This design comes from an exercise in tuning for small area on the open sky130 flow, not from production work. In this exercise RTL edits were held to simulation tests only and were not proved equivalent to the original. No activity file was given, so power comes from the tool's default toggle rates.

--- run.sh ---
#!/bin/bash
# synth_recipe.tcl (not shown) runs the flow's synth.tcl, then flattens the netlist and writes it again
# the make line also repeats each setting of config.mk as NAME=value (left out here)
make -C /OpenROAD-flow-scripts/flow DESIGN_CONFIG=/design/flow/config.mk WORK_HOME=/design/flow/orfs CLKGATE_MAP_FILE= SYNTH_SCRIPT=/design/flow/synth_recipe.tcl finish
--- config.mk ---
export PLATFORM = sky130hd
export DESIGN_NAME = glitch_and_exi
export DESIGN_NICKNAME = glitch_and_exi
export VERILOG_FILES = /design/flow/design.v
export SDC_FILE = /design/flow/constraint.sdc
export NUM_CORES = 4
export LEC_CHECK = 0
export CAP_MARGIN = 20
export CORE_MARGIN = 2
export CORE_UTILIZATION = 40
export SLEW_MARGIN = 20
--- constraint.sdc ---
create_clock -name core_clock -period 10.0 [get_ports {CLK}]
set_input_delay 2.0000 -clock core_clock [delete_from_list [all_inputs] [get_ports {CLK}]]
set_output_delay 2.0000 -clock core_clock [all_outputs]
set_load 0.01 [all_outputs]
--- design.v ---
module baud_tick_gen(
	input clk, rst, enable,
	output tick);
parameter clk_freq = 12000000;
parameter baud = 115200;
parameter oversampling = 1;
function integer log2(input integer v); begin log2=0; while(v >> log2) log2 = log2 + 1; end endfunction
localparam acc_width = log2(clk_freq / baud) + 8;  
reg [acc_width:0] acc;
localparam shiftlimiter = log2((baud * oversampling) >> (31 - acc_width));  
localparam inc = ((baud * oversampling << (acc_width - shiftlimiter)) + (clk_freq >> (shiftlimiter + 1))) / (clk_freq >> shiftlimiter);  
always @(posedge clk) if (rst) acc <= 0; else if (enable) acc <= acc[acc_width-1:0] + inc[acc_width:0]; else acc <= inc[acc_width:0];
assign tick = acc[acc_width];
endmodule
module uart_rx(
	input clk,
	input rst,
	input rx,
	output reg rx_ready,
	output reg [7:0] rx_data,  
	output rx_idle,  
	output reg rx_eop  
);
parameter clk_freq = 12000000;
parameter baud = 115200;
parameter oversampling = 8;  
localparam
	IDLE      = 4'b0000,
	BIT_START = 4'b0001,
	BIT0      = 4'b1000,
	BIT1      = 4'b1001,
	BIT2      = 4'b1010,
	BIT3      = 4'b1011,
	BIT4      = 4'b1100,
	BIT5      = 4'b1101,
	BIT6      = 4'b1110,
	BIT7      = 4'b1111,
	BIT_STOP  = 4'b0010;
reg [3:0] rx_state;
wire os_tick;
baud_tick_gen #(clk_freq, baud, oversampling) tickgen(.clk(clk), .rst(rst), .enable(1'b1), .tick(os_tick));
reg [1:0] rx_sync;
always @(posedge clk) if(rst) rx_sync <= 2'b11; else if(os_tick) rx_sync <= {rx_sync[0], rx};
reg [1:0] filter_cnt;
reg rx_bit;
always @(posedge clk)
	if(rst) begin
		filter_cnt <= 2'b11;
		rx_bit <= 1'b1;
	end else if(os_tick) begin
		if((rx_sync[1] == 1'b1) && (filter_cnt != 2'b11)) filter_cnt <= filter_cnt + 1'd1;
		if((rx_sync[1] == 1'b0) && (filter_cnt != 2'b00)) filter_cnt <= filter_cnt - 1'd1;
		if(filter_cnt == 2'b11) rx_bit <= 1'b1;
		else 
		if(filter_cnt == 2'b00) rx_bit <= 1'b0;
	end
function integer log2(input integer v); begin log2 = 0; while(v >> log2) log2 = log2 + 1; end endfunction
localparam l2o = log2(oversampling);
reg [l2o-2:0] os_cnt;
always @(posedge clk) if(rst) os_cnt <= 0; else if(os_tick) os_cnt <= (rx_state == IDLE) ? 1'd0 : os_cnt + 1'd1;
wire sample_now = os_tick && (os_cnt == ((oversampling / 2) - 1));
always @(posedge clk)
	if(rst) rx_state <= IDLE; else
	case(rx_state)
		IDLE:      if(~rx_bit) rx_state <= BIT_START;
		BIT_START: if(sample_now) rx_state <= BIT0;
		BIT0:      if(sample_now) rx_state <= BIT1;
		BIT1:      if(sample_now) rx_state <= BIT2;
		BIT2:      if(sample_now) rx_state <= BIT3;
		BIT3:      if(sample_now) rx_state <= BIT4;
		BIT4:      if(sample_now) rx_state <= BIT5;
		BIT5:      if(sample_now) rx_state <= BIT6;
		BIT6:      if(sample_now) rx_state <= BIT7;
		BIT7:      if(sample_now) rx_state <= BIT_STOP;
		BIT_STOP:  if(sample_now) rx_state <= IDLE;
		default:   rx_state <= IDLE;
	endcase
always @(posedge clk) begin
	if(rst) rx_data <= 0; else
	if(sample_now && rx_state[3]) begin
		rx_data <= {rx_bit, rx_data[7:1]};
	end
end
always @(posedge clk)
if(rst) rx_ready <= 0; else
begin
	rx_ready <= (sample_now && (rx_state == BIT_STOP) && rx_bit);  
end
reg [l2o+1:0] gap_cnt;
always @(posedge clk)
	if (rst) gap_cnt <= 0; else
	if (rx_state != IDLE) 
		gap_cnt <= 0;
	else
		if(os_tick & ~gap_cnt[l2o+1]) gap_cnt <= gap_cnt + 1'd1;
assign rx_idle = gap_cnt[l2o+1];
always @(posedge clk) if (rst) rx_eop <= 0; else rx_eop <= os_tick & ~gap_cnt[l2o+1] & &gap_cnt[l2o:0];
endmodule
module uart_tx(
	input clk,
	input rst,
	input tx_start,
	input [7:0] tx_data,
	output tx,
	output tx_busy);
parameter clk_freq = 12000000;
parameter baud = 115200;
wire bit_tick;
baud_tick_gen #(clk_freq, baud) tickgen(.clk(clk), .rst(rst), .enable(tx_busy), .tick(bit_tick));
localparam
	IDLE      = 4'b0000,  
	BIT_START = 4'b0100,  
	BIT0      = 4'b1000,  
	BIT1      = 4'b1001,  
	BIT2      = 4'b1010,  
	BIT3      = 4'b1011,  
	BIT4      = 4'b1100,  
	BIT5      = 4'b1101,  
	BIT6      = 4'b1110,  
	BIT7      = 4'b1111,  
	BIT_STOP1 = 4'b0010,  
	BIT_STOP2 = 4'b0011;  
reg [3:0] tx_state;
wire tx_ready = (tx_state == 0);
assign tx_busy = ~tx_ready;
reg [7:0] tx_shift;
always @(posedge clk)
if (rst) begin
	tx_shift <= 0;
	tx_state <= IDLE;
end else begin
	if (tx_ready & tx_start)
		tx_shift <= tx_data;
	else
	if (tx_state[3] & bit_tick)
		tx_shift <= (tx_shift >> 1);
	case (tx_state)
		IDLE:      if(tx_start) tx_state <= BIT_START;
		BIT_START: if(bit_tick) tx_state <= BIT0;
		BIT0:      if(bit_tick) tx_state <= BIT1;
		BIT1:      if(bit_tick) tx_state <= BIT2;
		BIT2:      if(bit_tick) tx_state <= BIT3;
		BIT3:      if(bit_tick) tx_state <= BIT4;
		BIT4:      if(bit_tick) tx_state <= BIT5;
		BIT5:      if(bit_tick) tx_state <= BIT6;
		BIT6:      if(bit_tick) tx_state <= BIT7;
		BIT7:      if(bit_tick) tx_state <= BIT_STOP1;
		BIT_STOP1: if(bit_tick) tx_state <= BIT_STOP2;
		BIT_STOP2: if(bit_tick) tx_state <= IDLE;
		default:   if(bit_tick) tx_state <= IDLE;
	endcase
end
assign tx = (tx_state < 4) | (tx_state[3] & tx_shift[0]);
endmodule
module glitch_and_exi (
	input  CLK,
	input  rst,  
	output TX,
	input RX,
	output LED1,
	output LED2,
	output LED3,
	output LED4,
	output LED5,
	input BTN1,
	input BTN2,
	input BTN3,
	output LEDR_N,
	output LEDG_N,
	input P1A9_in,
	output P1A9_out, P1A9_oe,
	input P1A1, P1A3, P1A4, P1A7, P1A8, P1A2, P1A10,
	input P1B1_in,  
	output P1B1_out, P1B1_oe,  
	output P1B3_oe,  
	input P1B7  
);
	localparam clk_freq = 12_000_000;  
	localparam baud = 1000000;
	localparam RESET_DURATION = 16'h10;
	localparam GLITCH_LEN_ROLLOVER = 16'h101;
	localparam GLITCH_ROLLOVER = 16'h300;
	localparam GLITCH_DELAY = 16'h001;  
	localparam GLITCH_LEN = 16'h180;
	localparam DELAY_0 = 24'h100000;
	localparam DELAY_1 = 16'h1FFF;
	localparam DELAY_2 = 16'h635;
	localparam DELAY_1_MAX = 16'h2000;
	wire [7:0] WIIU_DEBUG_LIVE;
	assign P1A9_out = wiiu_tx;
	assign P1A9_oe = is_serial;
	assign WIIU_DEBUG_LIVE = {P1A10, P1A9_in, P1A8, P1A7, P1A4, P1A3, P1A2, P1A1};
	reg [7:0] WIIU_DEBUG;
	reg [7:0] LAST_WIIU_DEBUG;
	reg wiiu_tx;
	reg [7:0] wiiu_tx_byte;
	wire wiiu_nrst;
	assign wiiu_nrst = P1B1_in;
	reg wiiu_nrst_read;
	reg last_wiiu_nrst_read;
	reg [511:0] uart_rx_queue;
	reg [7:0] uart_rx_queue_len;
	reg [511:0] WIIU_DEBUG_HISTORY;
	reg [7:0] WIIU_DEBUG_HISTORY_LEN;
	reg perma_stop_reset;
	wire clk_12mhz;
	assign clk_12mhz = CLK;
	reg tx1_start;
	reg [7:0] tx1_data;
	wire tx1_busy;
	uart_tx #(clk_freq, baud) utx1 (
		.clk(clk_12mhz),
		.rst(rst),
		.tx_start(tx1_start),
		.tx_data(tx1_data),
		.tx(TX),
		.tx_busy(tx1_busy)
	);
	wire rx1_ready;
	wire [7:0] rx1_data;
	uart_rx #(clk_freq, baud) urx1 (
		.clk(clk_12mhz),
		.rst(rst),
		.rx(RX),
		.rx_ready(rx1_ready),
		.rx_data(rx1_data)
	);
	reg buffer_btn1;
	reg buffer_btn2;
	reg last_buffer_btn1;
	reg last_buffer_btn2;
	reg data_check_busy;
	reg data_flag;
	reg [7:0] data_tx;
	reg reset_trigger;
	reg [15:0] button_delay_1_inc;
	reg [23:0] button_delay_0;
	reg [15:0] button_delay_1;
	reg [15:0] button_delay_2;
	reg [15:0] last_button_bounce_3;
	reg [15:0] last_button_bounce_2;
	reg [15:0] last_button_bounce;
	reg [15:0] button_bounce;
	reg [15:0] glitch_len_iter;
	reg [15:0] reset_counter;
	reg [15:0] glitch_counter;
	reg [15:0] glitch_counter_iter;
	reg [15:0] last_glitch_counter_iter;  
	reg exi_clk;
	reg last_exi_clk;
	reg [15:0] exi_clk_cnt;
	reg glitch_trigger;
	reg is_serial;
	reg [3:0] serial_bits;
	reg [7:0] serial_byte;
	reg got_bit;
	reg last_bit7;
	always @(posedge CLK) begin
		if (rst) begin
			WIIU_DEBUG <= 8'hAA;
			LAST_WIIU_DEBUG <= 8'h55;
			wiiu_tx <= 1'b0;
			wiiu_tx_byte <= 8'b0;
			wiiu_nrst_read <= 1'b1;
			last_wiiu_nrst_read <= 1'b1;
			perma_stop_reset <= 0;
			data_check_busy <= 0;
			data_flag <= 0;
			data_tx <= 0;
			reset_trigger <= 0;
			button_delay_1_inc <= DELAY_1;
			button_delay_0 <= 0;
			button_delay_1 <= 0;
			button_delay_2 <= 0;
			last_button_bounce_3 <= 0;
			last_button_bounce_2 <= 0;
			last_button_bounce <= 0;
			button_bounce <= 0;
			glitch_len_iter <= GLITCH_LEN;
			reset_counter <= 0;
			glitch_counter <= 0;
			glitch_counter_iter <= GLITCH_DELAY + GLITCH_LEN;
			last_glitch_counter_iter <= GLITCH_DELAY + GLITCH_LEN;
			exi_clk <= 0;
			last_exi_clk <= 0;
			exi_clk_cnt <= 0;
			glitch_trigger <= 0;
			is_serial <= 0;
			got_bit <= 0;
			last_bit7 <= 0;
			uart_rx_queue <= 0;
			uart_rx_queue_len <= 0;
			WIIU_DEBUG_HISTORY <= 0;
			WIIU_DEBUG_HISTORY_LEN <= 0;
			tx1_start <= 0;
			tx1_data <= 0;
			buffer_btn1 <= 0;
			buffer_btn2 <= 0;
			last_buffer_btn1 <= 0;
			last_buffer_btn2 <= 0;
			serial_bits <= 0;
			serial_byte <= 0;
		end else begin
			buffer_btn1 <= BTN1;
			last_buffer_btn1 <= buffer_btn1;
			buffer_btn2 <= BTN2;
			last_buffer_btn2 <= buffer_btn2;
			wiiu_nrst_read <= perma_stop_reset ? wiiu_nrst : 1'b1;
			last_wiiu_nrst_read <= wiiu_nrst_read;
			WIIU_DEBUG <= WIIU_DEBUG_LIVE;
			button_bounce <= button_bounce + 1;
			exi_clk <= P1B7;
			last_exi_clk <= exi_clk;
			last_glitch_counter_iter <= glitch_counter_iter;
			if(data_flag) begin
				if(data_check_busy) begin
				  	if(~tx1_busy) begin
				    	data_check_busy <= 0;
				  	end  
				end else begin  
				  	if(~tx1_busy) begin
				    	tx1_data <= data_tx;
				    	tx1_start <= 1'b1;
				  	end else begin  
				    	tx1_start <= 1'b0;
				    	data_flag <= 0;
				  	end
				end
			end
			if (rx1_ready) begin
				uart_rx_queue <= uart_rx_queue | (rx1_data << (8*uart_rx_queue_len));
				uart_rx_queue_len <= uart_rx_queue_len + 1;
			end
			else if (last_glitch_counter_iter != glitch_counter_iter && !perma_stop_reset) begin
				WIIU_DEBUG_HISTORY <= (WIIU_DEBUG_HISTORY << 72) | (16'h55aa << 56) | (exi_clk_cnt[15:0] << 40) | (exi_clk_cnt[15:0] << 24) | (exi_clk_cnt[15:0] << 8) | 8'h55;
				WIIU_DEBUG_HISTORY_LEN <= WIIU_DEBUG_HISTORY_LEN + 9;
			end
			else if (is_serial && (WIIU_DEBUG != LAST_WIIU_DEBUG) && !(BTN3 || (!wiiu_nrst_read && last_wiiu_nrst_read))) begin
				if (WIIU_DEBUG[7] && !LAST_WIIU_DEBUG[7] && ((WIIU_DEBUG & 8'h3E) == 8'h00)) begin
					if (serial_bits <= 7)  begin
						serial_byte <= (serial_byte << 1) | WIIU_DEBUG[0];
						serial_bits <= serial_bits + 1;
						wiiu_tx <= wiiu_tx_byte[7];
						wiiu_tx_byte <= wiiu_tx_byte << 1;
						WIIU_DEBUG_HISTORY <= WIIU_DEBUG_HISTORY;
						WIIU_DEBUG_HISTORY_LEN <= WIIU_DEBUG_HISTORY_LEN;
						got_bit <= 1;
					end
				end
				else if ((WIIU_DEBUG & 8'hBF) == 8'h8F && serial_bits >= 8) begin
					WIIU_DEBUG_HISTORY <= WIIU_DEBUG_HISTORY | (serial_byte << (8*WIIU_DEBUG_HISTORY_LEN));
					WIIU_DEBUG_HISTORY_LEN <= WIIU_DEBUG_HISTORY_LEN + 1;
					wiiu_tx_byte <= uart_rx_queue[7:0];
					uart_rx_queue_len <= uart_rx_queue_len - 1;
					got_bit <= 0;
					serial_byte <= 0;
					serial_bits <= 0;
				end
				else if ((WIIU_DEBUG & 8'hBF) == 8'h8F && serial_bits < 8) begin
					wiiu_tx_byte <= uart_rx_queue[7:0];
					uart_rx_queue_len <= uart_rx_queue_len - 1;
					got_bit <= 0;
					serial_byte <= 0;
					serial_bits <= 0;
				end
				else begin
					WIIU_DEBUG_HISTORY <= WIIU_DEBUG_HISTORY;
					WIIU_DEBUG_HISTORY_LEN <= WIIU_DEBUG_HISTORY_LEN;
					got_bit <= 0;
				end
				LAST_WIIU_DEBUG <= WIIU_DEBUG;
				if (WIIU_DEBUG == 8'h25) begin
					is_serial <= 0;
				end
				else if (WIIU_DEBUG == 8'h8F && LAST_WIIU_DEBUG == 8'h0F) begin
				end
				else if (WIIU_DEBUG == 8'hc3
						 || WIIU_DEBUG == 8'hda 
						 || WIIU_DEBUG == 8'he1 
						 || WIIU_DEBUG == 8'h0d 
						 || WIIU_DEBUG == 8'h1d) begin
				end
				if (buffer_btn2 && !last_buffer_btn2) begin
					is_serial <= 0;
				end
			end 
			else if (!is_serial && (WIIU_DEBUG != LAST_WIIU_DEBUG || (buffer_btn2 && !last_buffer_btn2)) && !(BTN3 || (!wiiu_nrst_read && last_wiiu_nrst_read))) begin
				WIIU_DEBUG_HISTORY <= WIIU_DEBUG_HISTORY | (WIIU_DEBUG << (8*WIIU_DEBUG_HISTORY_LEN));
				WIIU_DEBUG_HISTORY_LEN <= WIIU_DEBUG_HISTORY_LEN + 1;
				LAST_WIIU_DEBUG <= WIIU_DEBUG;
				if (WIIU_DEBUG == 8'h88) begin  
					perma_stop_reset <= 1;
					is_serial <= 0;
				end
				else if (WIIU_DEBUG == 8'h8F && LAST_WIIU_DEBUG == 8'h0F) begin
					is_serial <= 1;  
				end
				else if (WIIU_DEBUG == 8'hc3
						 || WIIU_DEBUG == 8'hda 
						 || WIIU_DEBUG == 8'he1 
						 || WIIU_DEBUG == 8'h0d 
						 || WIIU_DEBUG == 8'h1d) begin
					perma_stop_reset <= 0;
					is_serial <= 0;
				end
			end else begin
				if (!data_flag && WIIU_DEBUG_HISTORY_LEN) begin
					data_tx <= WIIU_DEBUG_HISTORY[7:0];
					WIIU_DEBUG_HISTORY_LEN <= WIIU_DEBUG_HISTORY_LEN - 1;
				    WIIU_DEBUG_HISTORY <= WIIU_DEBUG_HISTORY >> 8;
					data_flag <= 1;
					data_check_busy <= 1;
				end
			end
			if (reset_trigger) begin
				exi_clk_cnt <= 0;
			end
			else if (exi_clk && !last_exi_clk && !reset_trigger && exi_clk_cnt < 16'h80) begin
				exi_clk_cnt <= exi_clk_cnt + 1;
			end
			else if (!exi_clk && last_exi_clk && !reset_trigger && exi_clk_cnt < 16'h80) begin
			end
			if (buffer_btn1 && !last_buffer_btn1) begin
				last_button_bounce_3 <= last_button_bounce_2;
				last_button_bounce_2 <= last_button_bounce;
				last_button_bounce <= button_bounce;
				button_bounce <= 0;
				reset_counter <= RESET_DURATION;
				glitch_counter <= glitch_counter_iter; 
				if (glitch_counter_iter < GLITCH_ROLLOVER + glitch_len_iter) begin
					glitch_counter_iter <= glitch_counter_iter + 1;
				end
				else begin
					glitch_counter_iter <= GLITCH_DELAY + glitch_len_iter;
					if (glitch_len_iter < GLITCH_LEN_ROLLOVER) begin
						glitch_len_iter <= glitch_len_iter + 1;
					end
					else begin
						glitch_len_iter <= GLITCH_LEN;
					end
				end
			end
			if ((BTN3 || (!wiiu_nrst_read && last_wiiu_nrst_read))) begin
				reset_trigger <= 1;
				is_serial <= 0;
				perma_stop_reset <= 0;
			end
			else if (reset_counter) begin
				reset_counter <= reset_counter - 1;
				reset_trigger <= 1;
			end 
			else begin
				reset_trigger <= 0;
			end
			if ((BTN3 || (!wiiu_nrst_read && last_wiiu_nrst_read))) begin
				button_delay_0 <= DELAY_0;
				button_delay_1 <= button_delay_1_inc;
				button_delay_2 <= DELAY_2;
			end
			else if (button_delay_1) begin
				if (button_delay_1 == 1) begin
					buffer_btn1 <= 1;
				end
				button_delay_1 <= button_delay_1 - 1;
			end
			else if (button_delay_2) begin
				if (button_delay_2 == 1) begin
					buffer_btn1 <= 1;
				end
				button_delay_2 <= button_delay_2 - 1;
			end
			else if (button_delay_0) begin
				if (button_delay_0 == 1) begin
					buffer_btn1 <= 1;
				end
				button_delay_0 <= button_delay_0 - 1;
			end
			else begin
				button_delay_0 <= DELAY_0;
				if (button_delay_1_inc > DELAY_1+1) begin
					button_delay_1_inc <= DELAY_1;
				end
				else begin
					button_delay_1_inc <= button_delay_1_inc + 1;
				end
				button_delay_2 <= DELAY_2;
				button_delay_1 <= button_delay_1_inc;	
			end
		end
	end
	assign LEDR_N = ~data_tx[0];
	assign LEDG_N = ~data_tx[1];
	assign {LED1, LED2, LED3, LED4} = WIIU_DEBUG[7:4];
	assign P1B1_out = !(reset_trigger && !perma_stop_reset);
	assign P1B1_oe = !perma_stop_reset;
	assign {LED5} = buffer_btn1;
	assign P1B3_oe = !(exi_clk_cnt > 16'h10 && exi_clk_cnt < 16'h80); 
endmodule
==> results by group <==
Status
  – Status: complete, no violations

Critical path
  – Setup crit end kind: flip-flop
  – Worst Path Buf+Inv: 4
  – CP Launch Type: primary input
  – Worst flop-to-flop path endpoint: WIIU_DEBUG_HISTORY[486]
  – Worst Path Required: 10.65 ns
  – Slowest library cell on the worst path: and2_4
  – Reg2Reg Depth: 10
  – Crit path DAT: 6.14 ns
  – Crit Reg-Reg Startpoint: glitch_counter_iter[4]
  – Reg2Reg Setup Slack: 4.85 ns
  – CP endpoint: WIIU_DEBUG_HISTORY[248]
  – Crit-path max cell delay: 0.80 ns
  – Cell Chain, Critical Path: clkdlybuf4s50_1, inv_1, o211ai_1, a31oi_4, buf_4, or4_1, and2_4, buf_12, a31oi_1, a211oi_2
  – Crit path from: BTN3
  – CP Depth: 10
  – Crit Path Max Fanout: ~180
  – Cell family with most CP delay: buffers and inverters
  – CP Class: primary input to flip-flop

Yosys
  – Synth Flop Type: dfxtp_1
  – Syn Nets: 7195
  – Most frequent cell after synthesis: a21oi_1
  – Area share of the largest cell type after synthesis: 31.1%
  – Synth area leaders: dfxtp_1, a21oi_1, nor3_1
  – Number of synthesized register bits: 814
  – Post-Syn Area: 0.0525 mm^2
  – Asr flop ratio synth: 0%
  – Syn_area_per_cell: 7.36 um^2
  – Mapped Cells: 7125
  – Unique masters post-synth: 80
  – Area leader, netlist: dfxtp_1
  – EDFF count, synth: 0
  – Seq/Total Area, Yosys: 31.1%
  – Synth top cells by count: a21oi_1, nor2_1, nor3_1
  – Yosys warns: 5

Hold path
  – Hold WC Path Type: flip-flop to flip-flop

Die
  – Initial Util: 40.4%
  – Core box area: 0.130 mm^2
  – Row cnt: 132
  – I/O pin count: 29
  – Die area: approximately 0.13 mm^2
  – Die Width: between 300 and 400 um
  – Die Height: 366 um

STA
  – Setup Skew: between 0.04 and 0.05 ns
  – Period minus WS final: 5.49 ns
  – Worst rel slew slack: 15.6%
  – RSZ-0062 raised after global routing: no
  – Fmax achieved: about 180 MHz
  – Setup TNS: 0 ns
  – Tcrit/Tclk final: a little over half
  – Slew Viols, Final: 0
  – Worst-Margin Slew: 1.26 ns
  – Final hold viol count: 0
  – Final worst-path setup slack: 4.51 ns
  – Final setup violation count: 0

Pwr
  – Leak: 0.0179 uW
  – Power density over the cells: 249 mW/mm^2
  – Worst VDD drop: 0.212 mV

Global routing
  – Grt total ovfl: 0
  – Largest net degree at the start of global routing: between 200 and 250
  – Initial antenna violation count: 1
  – Wire length of the first global-routing pass: 299000 um
  – GRT Total Usage: 26.9%
  – Vias in the first global route: 50900

Routing
  – Initial DRC count: 6804
  – Post-Route WL: 191000 um
  – Final antenna-violating net count: 0
  – Drt wl/cell: 22.8 um
  – Detailed-route DRC error count: 0
  – 1st-pass router iterations: 8
  – Post-DR vias/cell: 6.60
  – Vias: about 55000

Place
  – Setup WS pre-CTS: 3.87 ns
  – # port buffers: 28
  – Placement Cell Area: 0.0528 mm^2
  – Dpl hpwl: 104000 um
  – Final RePlAce weighted congestion: 0.846

Finish
  – Layout fillers: 13100
  – Layout cells sized above 1: 9.44%
  – Nets: 6619
  – Design Area, Final: 0.0562 mm^2
  – Area delta synth->final: 7.08%

CTS
  – Setup Fix Bufs, Post-CTS: 0
  – CTS tree: yes
  – # hold bufs at CTS: 0
  – H-tree Lvls: 3
  – # resized after CTS: 0
  – Num CTS Buffers: a little under 100
  – # clock sinks: about 810
  – Clock Tree Root: clkbuf_16
  – Skew-Pair Late Insertion Delay: 0.75 ns
  – Clock buffer depth: 3
  – Clock transition at path regs: 0.06 ns

Flow run
  – Max_cap viols: 0
how the worst min path moves through the flow:
stage                              startpoint                   to  depth (start not counted)
after global routing      urx1.tickgen.acc[0]  urx1.tickgen.acc[0]                          1
after CTS                 urx1.tickgen.acc[0]  urx1.tickgen.acc[0]                          1
after global placement    urx1.tickgen.acc[0]  urx1.tickgen.acc[0]                          1
after detailed placement  urx1.tickgen.acc[0]  urx1.tickgen.acc[0]                          1
after floorplan           urx1.tickgen.acc[0]  urx1.tickgen.acc[0]                          1
final                     urx1.tickgen.acc[0]  urx1.tickgen.acc[0]                          1
where the power goes:
group / leakage [uW] / total [uW] / switching (uW) / internal [uW]
clock network: 0.00161 / 3770 / 1580 / 2200
registers: 0.00667 / 4960 / 986 / 3970
logic: 0.00963 / 5270 / 3550 / 1710
total: 0.0179 / 14000 / 6120 / 7880
stage by stage:
| stage | hold WS (ns) | util (%) | instances | total power [uW] |
|---|---|---|---|---|
| final | 0.438 | 43.3 | 8371 | 14000 |
| after global routing | 0.457 | 43.3 | 8370 | 14700 |
| after CTS | 0.441 | 43.3 | 8370 | 13900 |
| after detailed placement | 0.432 | 40.7 | 8192 | 10100 |
| after global placement | 0.422 | 40.7 | 8192 | 10000 |
| after floorplan | 0.410 | - | 7125 | 8630 |
registers in the layout (all words and copies together) (netlist names), 13 cells and up:
register / count
WIIU_DEBUG_HISTORY: 512
button_delay_0: 24
button_delay_1: 16
button_delay_1_inc: 16
button_delay_2: 16
exi_clk_cnt: 16
glitch_counter_iter: 16
glitch_len_iter: 16
last_glitch_counter_iter: 16
reset_counter: 16
urx1.tickgen.acc: 13
utx1.tickgen.acc: 13
routing by layer:
layer | GRT usage (%) | vias to the layer above | part of all wire [%]
met5 | 0 | - | 0.0047
met4 | 11.5 | 2 | 4.2
met3 | 4.84 | 480 | 8.6
met2 | 42.1 | 2565 | 44
met1 | 36.2 | 26600 | 43
li1 | - | 25600 | -
cell families (layout without fill, tap and decap cells):
family	Yosys count	after routing	share of synthesized area (%)
buf+inv	865	368	6.80
flops	814	814	31.1
other cells	0	1	0
xor+xnor	126	126	2.10
simple gates	2449	2449	21.6
compound gates	2750	2750	35.9
fa+ha+maj	54	54	1.30
mux	67	67	1.30
placed cells by master, fill, tap and decap left out, types with 85 or more instances in the layout:
| master | Yosys | routed |
|---|---|---|
| a31oi_1 | 477 | 475 |
| buf_4 | 2 | 85 |
| clkbuf_16 | 0 | 97 |
| a2111oi_0 | 160 | 160 |
| nand3_1 | 102 | 101 |
| o21ai_0 | 407 | 407 |
| nand2_1 | 188 | 186 |
| nor3_1 | 886 | 882 |
| a211oi_1 | 240 | 240 |
| nor2_1 | 987 | 970 |
| dfxtp_1 | 814 | 813 |
| a311oi_2 | 261 | 261 |
| a21oi_1 | 1034 | 1033 |
final cells by class:
type                            count  area (um^2)  share of cell area [%]
Multi-Input combinational cell   5446        32900                    58.6
Clock inverter                     31          483                   0.860
Antenna cell                        1         2.50                 0.00445
Timing Repair Buffer              129         1240                    2.21
Inverter                           61          229                   0.408
Clock buffer                      147         2840                    5.05
Sequential cell                   814        16300                    29.0
Tap cell                         1742         2180                    3.88
worst reg2reg max path, delay by kind of cell, from the launching register on:
kind / cells / cell delay (ns)
flip-flops: 1 / 0.51
AND/OR/NAND/NOR: 3 / 0.40
XOR/XNOR: 1 / 0.35
AO/OA/AOI/OAI: 2 / 0.65
buffers and inverters: 4 / 3.06

separate check: timing with driven ports:
How much do the figures lean on ideal ports? The routed layout below was timed once more, with nothing changed but the port constraints. Step 1, drivers: a clkbuf_16 drives CLK and a buf_2 each remaining input, both assumed. Step 2 moves the port delays by t, midway between the first and last clock arrival at a register: inputs arrive t later, outputs are due t later. That takes back most of the time a late clock gives input paths. Three values: no drivers, after step 1, after step 2; two values: the first two.
t, ns: 0.805
setup WS [ns]: 4.507 / 4.556 / 3.750
pins driven straight from the clock port: 1
After both steps setup and hold are still met in this run. The setup slack of this run moves by +0.049 ns with the drivers and by -0.757 ns with both steps.
